From an optimization exercise on the open Yosys and OpenROAD flow, aimed at a short achievable clock period and few clock cycles; shortcuts taken in it are not production practice. At most, simulation tests tie the RTL to the original design; equivalence was not proved.

Design cpu, start of the top module:
module cpu(
    input clk,
    input reset,
    output [7:0] imem_addr,
    input [18:0] imem_data,
    output [7:0] dmem_addr,
    output [18:0] dmem_wdata,
    output dmem_we,
    input [18:0] dmem_rdata,
    output rf_we,
    output [2:0] rf_waddr,
    output [18:0] rf_wdata
);
Size in the first run: ~6,000 cells after synthesis, roughly 490 flip-flops, ~52,000 um2 of cells after synthesis.
==> flow/config.mk <==
export PLATFORM = sky130hd
export DESIGN_NAME = cpu
export DESIGN_NICKNAME = cpu
export VERILOG_FILES = /design/flow/design.v
export SDC_FILE = /design/flow/constraint.sdc
export NUM_CORES = 4
export LEC_CHECK = 0
export CAP_MARGIN = 20
export CORE_MARGIN = 2
export CORE_UTILIZATION = 40
export SLEW_MARGIN = 20
==> flow/constraint.sdc <==
create_clock -name core_clock -period 38.0 [get_ports {clk}]
set_input_delay 7.6000 -clock core_clock [delete_from_list [all_inputs] [get_ports {clk}]]
set_output_delay 7.6000 -clock core_clock [all_outputs]
set_load 0.01 [all_outputs]
standard.sh (not shown) runs the stock make flow with config.mk's settings and CLKGATE_MAP_FILE= SYNTH_SCRIPT=/design/flow/synth_recipe.tcl, a recipe that flattens the netlist after the stock synthesis.
==> flow/flow/run.sh <==
#!/bin/bash
# The standard layout (the standard.sh), with timing repair asked to leave
# a setup margin, so that it sizes and buffers the critical paths.
set -euo pipefail
bash standard.sh SETUP_SLACK_MARGIN=30.5 TNS_END_PERCENT=100 MATCH_CELL_FOOTPRINT=0 CORE_UTILIZATION=62 finish > standard_flow.log 2>&1
Testbench counts at the start, summed over its fixed seeds: cycles 12,057.
Then changed:
--- a/flow/design.v
+++ b/flow/design.v
@@ -223,37 +223,43 @@
             d_sel[11] = 1'b1;
         end
     end
     integer i;
     always @(posedge clk or posedge reset) begin
         if (reset) begin
-            pc <= 8'd0;
             pcn <= 8'd1;
             ir_valid <= 1'b0;
             sp <= 3'd7;
             rz <= 8'hff;
-            x_we <= 1'b0; x_ld <= 1'b0; x_st <= 1'b0; x_div <= 1'b0;
+            x_we <= 1'b0; x_ld <= 1'b0; x_div <= 1'b0;
             w_oh <= 8'd0;
-            o_we <= 1'b0;
         end else begin
             rz <= rz & ~w_oh;
             w_oh <= x_wr ? (8'd1 << x_rd) : 8'd0;
-            o_we <= x_wr;
             if (!x_hold) begin
                 x_we <= d_we && !stall;
                 x_ld <= d_ld && !stall;
-                x_st <= d_st && !stall;
                 x_div <= d_alu && (f_fn == 5'd3) && !stall;
             end
             if (!stall) begin
-                pc <= next_pc;
                 pcn <= next_pcn;
                 ir_valid <= 1'b1;
                 if (d_call) sp <= sp - 3'd1;
                 else if (d_ret) sp <= sp1;
             end
+        end
+    end
+    always @(posedge clk) begin
+        if (reset) begin
+            pc <= 8'd0;
+            x_st <= 1'b0;
+            o_we <= 1'b0;
+        end else begin
+            pc <= stall ? pcn - 8'd1 : next_pc;
+            x_st <= d_st && !stall;
+            o_we <= x_wr;
         end
     end
     always @(posedge clk) begin
         for (i = 0; i < 8; i = i + 1)
             if (w_oh[i]) rf[i] <= w_data;
         if (x_wr) w_data <= x_out;
Utilization grows by 1.8 points.
Register-to-register slack gets worse by 0.63 ns.
Wire length falls by about 5%.
Die area came out lower by 3.8%.
No functional check of the RTL was part of the second run of this note.


Another version of the RTL of cpu (not shown whole).
For scale: roughly 6,000 cells after synthesis, roughly 99 I/O pins.
==> flow/config.mk <==
export PLATFORM = sky130hd
export DESIGN_NAME = cpu
export DESIGN_NICKNAME = cpu
export VERILOG_FILES = /design/flow/design.v
export SDC_FILE = /design/flow/constraint.sdc
export NUM_CORES = 4
export LEC_CHECK = 0
export CAP_MARGIN = 20
export CORE_MARGIN = 2
export CORE_UTILIZATION = 40
export SLEW_MARGIN = 20
==> flow/constraint.sdc <==
create_clock -name core_clock -period 38.0 [get_ports {clk}]
set_input_delay 7.6000 -clock core_clock [delete_from_list [all_inputs] [get_ports {clk}]]
set_output_delay 7.6000 -clock core_clock [all_outputs]
set_load 0.01 [all_outputs]
Scripts as last shown in full above: flow/flow/run.sh
The starting point completed without violations.
Testbench counts at the start, summed over its fixed seeds: cycles 12,033.
Edit:
--- a/flow/design.v
+++ b/flow/design.v
@@ -181,16 +181,16 @@
     wire [2:0] rb = f_rt;
     wire [18:0] rfa = w_oh[ra] ? w_data : (rz[ra] ? 19'd0 : rf[ra]);
     wire [18:0] rfb = w_oh[rb] ? w_data : (rz[rb] ? 19'd0 : rf[rb]);
     wire xa_hit = x_we && x_rd == ra;
     wire xb_hit = x_we && x_rd == rb;
     wire x_slow = x_ld || x_div || x_mul;
+    assign da = rfa;
+    assign db = rfb;
     wire [18:0] va = xa_hit ? x_fast : rfa;
     wire [18:0] vb = xb_hit ? x_fast : rfb;
-    assign da = va;
-    assign db = vb;
     wire use_a_early = d_beq || d_bne || d_ret;
     wire use_b_early = d_beq || d_bne;
     wire stall = x_hold || (x_slow && ((use_a_early && xa_hit) || (use_b_early && xb_hit)));
     wire eq = (va == vb);
     wire taken = d_jmp || d_call || (d_beq && eq) || (d_bne && !eq);
     wire [7:0] next_pc = d_ret ? va[7:0] : (taken ? f_imm : pcn);
@@ -223,43 +223,37 @@
             d_sel[11] = 1'b1;
         end
     end
     integer i;
     always @(posedge clk or posedge reset) begin
         if (reset) begin
+            pc <= 8'd0;
             pcn <= 8'd1;
             ir_valid <= 1'b0;
             sp <= 3'd7;
             rz <= 8'hff;
-            x_we <= 1'b0; x_ld <= 1'b0; x_div <= 1'b0;
+            x_we <= 1'b0; x_ld <= 1'b0; x_st <= 1'b0; x_div <= 1'b0;
             w_oh <= 8'd0;
+            o_we <= 1'b0;
         end else begin
             rz <= rz & ~w_oh;
             w_oh <= x_wr ? (8'd1 << x_rd) : 8'd0;
+            o_we <= x_wr;
+            x_st <= d_st && !stall;
             if (!x_hold) begin
                 x_we <= d_we && !stall;
                 x_ld <= d_ld && !stall;
                 x_div <= d_alu && (f_fn == 5'd3) && !stall;
             end
+            pc <= stall ? pcn - 8'd1 : next_pc;
             if (!stall) begin
                 pcn <= next_pcn;
                 ir_valid <= 1'b1;
                 if (d_call) sp <= sp - 3'd1;
                 else if (d_ret) sp <= sp1;
             end
-        end
-    end
-    always @(posedge clk) begin
-        if (reset) begin
-            pc <= 8'd0;
-            x_st <= 1'b0;
-            o_we <= 1'b0;
-        end else begin
-            pc <= stall ? pcn - 8'd1 : next_pc;
-            x_st <= d_st && !stall;
-            o_we <= x_wr;
         end
     end
     always @(posedge clk) begin
         for (i = 0; i < 8; i = i + 1)
             if (w_oh[i]) rf[i] <= w_data;
         if (x_wr) w_data <= x_out;
@@ -270,13 +264,13 @@
         if (!x_hold) begin
             x_rd <= d_rd;
             x_a <= xa_hit ? x_out : rfa;
             x_b <= d_useimm ? d_bval : (xb_hit ? x_out : rfb);
             x_sel <= d_sel;
             x_mul <= d_alu && (f_fn == 5'd2);
-            x_pre <= d_alu && (f_fn == 5'd3) && !(x_slow && (xa_hit || xb_hit)) && (vb != 19'd0);
+            x_pre <= d_alu && (f_fn == 5'd3) && !xa_hit && !xb_hit && (rfb != 19'd0);
         end
         if (!stall) begin
             ir <= imem_data;
             ir_pcp1 <= pcn;
         end
     end
Effect:
- worst setup slack degrades by 0.068 ns
- final area climbs by about 0.9%
- utilization drops by 0.63 points
- routed wire length drops by 0.61%
- first-iteration DRC count drops by 4.2%
- non-clock buffer count climbs by 9
- die area climbs by 1.5%
For the second run of this note, only the layout was checked, not whether the RTL still works.

[afterwards: timing with drivers on the ports]
Ports are ideal in the flow. The routed layouts listed here were re-timed in OpenROAD. Step 1 assumes that a clkbuf_16 drives the clock port and a buf_2 every other input. Step 2 times the ports against the registers' clock, not the clock port: input delays grow and output delays shrink by t, the midpoint of the rising clock arrivals with the driver on. Three values: ideal, step 1, step 2; two values: the first two.
run | t, ns | setup WS [ns] | worst data-port slew with drivers (ns)
the first run of note 1 | 0.721 | 29.188 / 29.111 / 29.191 | 0.16
the second run of note 1 | 0.734 | 29.176 / 29.099 / 28.799 | 0.09
the first run of note 2 | 0.710 | 29.220 / 29.144 / 29.110 | 0.07
the second run of note 2 | 0.714 | 29.152 / 29.072 / 29.216 | 0.13
After both steps every run listed still meets setup and hold. For the second run of note 1, which loses most, drivers alone change the setup slack by -0.077 ns; drivers and shift together by -0.377 ns.
